This design comes from an exercise in tuning for small area on the open sky130 flow, not from production work. Function was checked by simulation only, so behaviour that the tests miss may differ from the original. No activity file was given, so power comes from the tool's default toggle rates.

## rev 12
==> module lcd_ctrl, before the edit <==
module lcd_ctrl(clk, reset, datain, cmd, cmd_valid, dataout, output_valid, busy);
input           clk;
input           reset;
input   [7:0]   datain;
input   [2:0]   cmd;
input           cmd_valid;
output  [7:0]   dataout;
output  reg     output_valid;
output  reg     busy;
reg   [7:0] ring [0:107];
reg         loading;       
reg         img;           
reg         zoom;          
reg   [3:0] fr, fc;        
reg   [2:0] orow;          
reg   [3:0] ocol;          
reg   [3:0] out_count;
wire accept = cmd_valid & ~busy;
integer i;
always @(posedge clk) begin
  ring[0] <= loading ? datain : ring[107];
  for (i = 1; i < 108; i = i + 1)
    ring[i] <= ring[i-1];
end
always @(posedge clk) begin
  if (accept && cmd == 3'd0) begin
    fr <= 4'd0;
    fc <= 4'd0;
  end else if (fc == 4'd11) begin
    fc <= 4'd0;
    fr <= (fr == 4'd8) ? 4'd0 : fr + 4'd1;
  end else
    fc <= fc + 4'd1;
end
always @(posedge clk) begin
  if (reset) begin
    busy <= 1'b0;
    output_valid <= 1'b0;
    loading <= 1'b0;
    img <= 1'b0;
  end else if (accept) begin
    busy <= 1'b1;
    out_count <= 4'd0;
    if (cmd == 3'd0) begin
      loading <= 1'b1;
      img <= 1'b1;
      zoom <= 1'b0;
    end else begin
      output_valid <= 1'b1;
      if (img) begin
        case (cmd)
          3'd1: if (!zoom) begin
                  zoom <= 1'b1;
                  orow <= 3'd3;
                  ocol <= 4'd4;
                end
          3'd2: zoom <= 1'b0;
          3'd3: if (zoom && ocol != 4'd8) ocol <= ocol + 4'd1;
          3'd4: if (zoom && ocol != 4'd0) ocol <= ocol - 4'd1;
          3'd5: if (zoom && orow != 3'd0) orow <= orow - 3'd1;
          3'd6: if (zoom && orow != 3'd5) orow <= orow + 3'd1;
          default: ;
        endcase
      end
    end
  end else if (loading) begin
    if (fr == 4'd8 && fc == 4'd11)
      loading <= 1'b0;
  end else if (output_valid) begin
    out_count <= out_count + 4'd1;
    if (out_count == 4'd15) begin
      output_valid <= 1'b0;
      busy <= 1'b0;
    end
  end else if (busy)
    output_valid <= 1'b1;
end
wire [1:0] vi = out_count[3:2];
wire [1:0] vj = out_count[1:0];
wire [3:0] pr = zoom ? {1'b0, orow} + {2'b0, vi} : {1'b0, vi, 1'b1};
wire [3:0] pc = zoom ? ocol + {2'b0, vj} : {vj, 2'b01} - {2'b0, vj};
wire [4:0] dc = {1'b0, pc} - {1'b0, fc};
wire       bw = dc[4];
wire [4:0] dr = {1'b0, pr} - {1'b0, fr} - {4'd0, bw};
wire [11:0] colsel;
wire [8:0]  rowsel;
genvar gr, gc, gb;
generate
  for (gc = 0; gc < 12; gc = gc + 1) begin : CS
    assign colsel[gc] = (dc == gc) | (dc == gc + 20);
  end
  for (gr = 0; gr < 9; gr = gr + 1) begin : RS
    assign rowsel[gr] = img & ((dr == gr) | (dr == gr + 23));
  end
endgenerate
wire [7:0] rowval [0:8];
generate
  for (gr = 0; gr < 9; gr = gr + 1) begin : RV
    for (gb = 0; gb < 8; gb = gb + 1) begin : B
      wire [3:0] part_n;
      for (gc = 0; gc < 4; gc = gc + 1) begin : P
        lcd_ctrl_sel3 u (
          .d0(ring[107 - (12*gr + 3*gc)][gb]),     .s0(colsel[3*gc]),
          .d1(ring[107 - (12*gr + 3*gc + 1)][gb]), .s1(colsel[3*gc + 1]),
          .d2(ring[107 - (12*gr + 3*gc + 2)][gb]), .s2(colsel[3*gc + 2]),
          .y_n(part_n[gc]));
      end
      assign rowval[gr][gb] = ~&part_n;
    end
  end
  for (gb = 0; gb < 8; gb = gb + 1) begin : O
    wire [2:0] part_n;
    for (gr = 0; gr < 3; gr = gr + 1) begin : P
      lcd_ctrl_sel3 u (
        .d0(rowval[3*gr][gb]),     .s0(rowsel[3*gr]),
        .d1(rowval[3*gr + 1][gb]), .s1(rowsel[3*gr + 1]),
        .d2(rowval[3*gr + 2][gb]), .s2(rowsel[3*gr + 2]),
        .y_n(part_n[gr]));
    end
    assign dataout[gb] = ~&part_n;
  end
endgenerate
endmodule
Settings: LEC_CHECK=0, ABC_AREA=1, CAP_MARGIN=20, CORE_MARGIN=2, CORE_UTILIZATION=65, CTS_BUF_LIST=sky130_fd_sc_hd__clkbuf_8, CTS_CLUSTER_DIAMETER=60, CTS_CLUSTER_SIZE=18, SLEW_MARGIN=20; clock period 8.0 ns.
standard.sh (not shown) runs the stock make flow with config.mk's settings and CLKGATE_MAP_FILE= SYNTH_SCRIPT=/design/flow/synth_recipe.tcl, a recipe that flattens the netlist after the stock synthesis.
==> flow/flow/run.sh <==
#!/bin/bash
# Standard layout (standard.sh), with synthesis mapped by flow/synth_abc.tcl and
# the small select module lcd_ctrl_sel3 kept as its own module during synthesis
# (the netlist is flattened before layout, as in the standard synthesis).
# Every port still gets a buffer; it is a buf_1.
set -euo pipefail
work=$(pwd)
export FLOW_ABC_SCRIPT=$work/flow/area.abc
bash standard.sh SYNTH_SCRIPT=$work/flow/synth_abc.tcl SYNTH_KEEP_MODULES=lcd_ctrl_sel3 \
  "BUFFER_PORTS_ARGS=-buffer_cell sky130_fd_sc_hd__buf_1" finish > $work/flow_make.log 2>&1
==> flow/flow/area.abc <==
strash
&get -n
&st
&dch -f
&nf -R 1000
&st
&syn2
&dch -f
&nf -R 1000
&put
==> flow/flow/synth_abc.tcl <==
# synth_recipe.tcl (the standard synthesis), except that the final mapping to
# library cells runs flow/area.abc, an area-recovering &nf script, instead of
# ORFS's abc_area.script. Registers are mapped before ABC runs, so they are
# the standard synthesis's registers with the same names and cells.
proc synth {args} { yosys synth -nofsm -noshare {*}$args }
proc abc {args} {
  set keep {}
  set skip 0
  foreach a $args {
    if {$skip} { set skip 0; continue }
    if {$a in {-script -D}} { set skip 1; continue }
    lappend keep $a
  }
  yosys abc -script $::env(FLOW_ABC_SCRIPT) {*}$keep
}
source $::env(SCRIPTS_DIR)/synth.tcl
# left out here: clear keep_hierarchy, flatten, clean up, hide names made inside functions, write 1_2_yosys.v
--- input diff rev 12..rev 13 ---
-- flow/design.v --
<<< rev 12, line 27
    fr <= 4'd0;
    fc <= 4'd0;
  end else if (fc == 4'd11) begin
    fc <= 4'd0;
    fr <= (fr == 4'd8) ? 4'd0 : fr + 4'd1;
  end else
    fc <= fc + 4'd1;
end
always @(posedge clk) begin
>>> rev 13, line 27
    fr <= 4'd0;
    fc <= 4'd0;
  end else if (fc == 4'd0) begin
    fc <= 4'd11;
    fr <= (fr == 4'd0) ? 4'd8 : fr - 4'd1;
  end else
    fc <= fc - 4'd1;
end
always @(posedge clk) begin
<<< rev 12, line 41
  end else if (accept) begin
    busy <= 1'b1;
    out_count <= 4'd0;
    if (cmd == 3'd0) begin
      loading <= 1'b1;
>>> rev 13, line 41
  end else if (accept) begin
    busy <= 1'b1;
    if (cmd == 3'd0) begin
      loading <= 1'b1;
<<< rev 12, line 65
    end
  end else if (loading) begin
    if (fr == 4'd8 && fc == 4'd11)
      loading <= 1'b0;
  end else if (output_valid) begin
    out_count <= out_count + 4'd1;
    if (out_count == 4'd15) begin
      output_valid <= 1'b0;
>>> rev 13, line 64
    end
  end else if (loading) begin
    if (fr == 4'd0 && fc == 4'd1)
      loading <= 1'b0;
  end else if (output_valid) begin
    if (out_count == 4'd15) begin
      output_valid <= 1'b0;
<<< rev 12, line 76
    output_valid <= 1'b1;
end
wire [1:0] vi = out_count[3:2];
wire [1:0] vj = out_count[1:0];
wire [3:0] pr = zoom ? {1'b0, orow} + {2'b0, vi} : {1'b0, vi, 1'b1};
wire [3:0] pc = zoom ? ocol + {2'b0, vj} : {vj, 2'b01} - {2'b0, vj};
wire [4:0] dc = {1'b0, pc} - {1'b0, fc};
wire       bw = dc[4];
wire [4:0] dr = {1'b0, pr} - {1'b0, fr} - {4'd0, bw};
wire [11:0] colsel;
wire [8:0]  rowsel;
>>> rev 13, line 74
    output_valid <= 1'b1;
end
always @(posedge clk)
  out_count <= output_valid ? out_count + 4'd1 : 4'd0;
wire [1:0] vi = out_count[3:2];
wire [1:0] vj = out_count[1:0];
wire [3:0] pr = zoom ? {1'b0, orow} + {2'b0, vi} : {1'b0, vi, 1'b1};
wire [3:0] pc = zoom ? ocol + {2'b0, vj} : {vj, 2'b01} - {2'b0, vj};
wire [4:0] dc = {1'b0, pc} + {1'b0, fc};
wire       cy = dc > 5'd11;
wire [4:0] dr = {1'b0, pr} + {1'b0, fr} + {4'd0, cy};
wire [11:0] colsel;
wire [8:0]  rowsel;
<<< rev 12, line 88
generate
  for (gc = 0; gc < 12; gc = gc + 1) begin : CS
    assign colsel[gc] = (dc == gc) | (dc == gc + 20);
  end
  for (gr = 0; gr < 9; gr = gr + 1) begin : RS
    assign rowsel[gr] = img & ((dr == gr) | (dr == gr + 23));
  end
endgenerate
>>> rev 13, line 88
generate
  for (gc = 0; gc < 12; gc = gc + 1) begin : CS
    assign colsel[gc] = (dc == gc) | (dc == gc + 12);
  end
  for (gr = 0; gr < 9; gr = gr + 1) begin : RS
    assign rowsel[gr] = img & ((dr == gr) | (dr == gr + 9));
  end
endgenerate
### Flow results
- Total power of rev 13 is on par with rev 12.
- Compared with rev 12, rev 13 shows half-perimeter wire length of the detailed placement result higher by 6.8%.
- Summary of rev 13 over rev 12: height of the die closely matched the old numbers; count of clock-buffer cells in the layout has decreased.
- Comparing rev 13 and rev 12, final routed wire length divided by cell count is lower on rev 12.
- Between rev 13 and rev 12, it is rev 13 whose number of gates resized after CTS is higher, by 5.
- Diff rev 13 and rev 12: growth of design area from synthesis to finish higher in rev 13
- Any difference in total placed instance area between rev 13 and rev 12 is small enough to ignore.
- Compared with rev 12, rev 13 shows a final critical-path required period that is 0.18 ns lower.
- When rev 13 is measured against rev 12, its met3 global-route usage turns out 1.2 points higher.
- Rev 13: total wire length higher than rev 12
- Sequential cell area in the final layout: rev 13 vs rev 12 — no meaningful difference
- Logic gate share of total power delta (rev 12 -> rev 13): insignificant

==> static timing again, ports no longer ideal <==
How much do the figures lean on ideal ports? The routed layouts below were timed once more, with nothing changed but the port constraints.
Step 1 sets driving cells, clkbuf_16 on the clock port and buf_2 on the other inputs (assumed; they add their load-dependent delay and slew).
Step 2 moves the port delays by t, midway between the first and last clock arrival at a register: inputs arrive t later, outputs are due t later. That takes back most of the time a late clock gives input paths.
a / b / c = ideal / step 1 / step 2; a / b = the first two.
| run | t, ns | setup WS [ns] | clock arrival spread, ns |
|---|---|---|---|
| rev 12 | 0.719 | 0.263 / 0.212 / 0.931 | 0.038 / 0.038 |
| rev 13 | 0.727 | 0.439 / 0.387 / 1.114 | 0.027 / 0.028 |
After both steps every run listed still meets setup and hold.
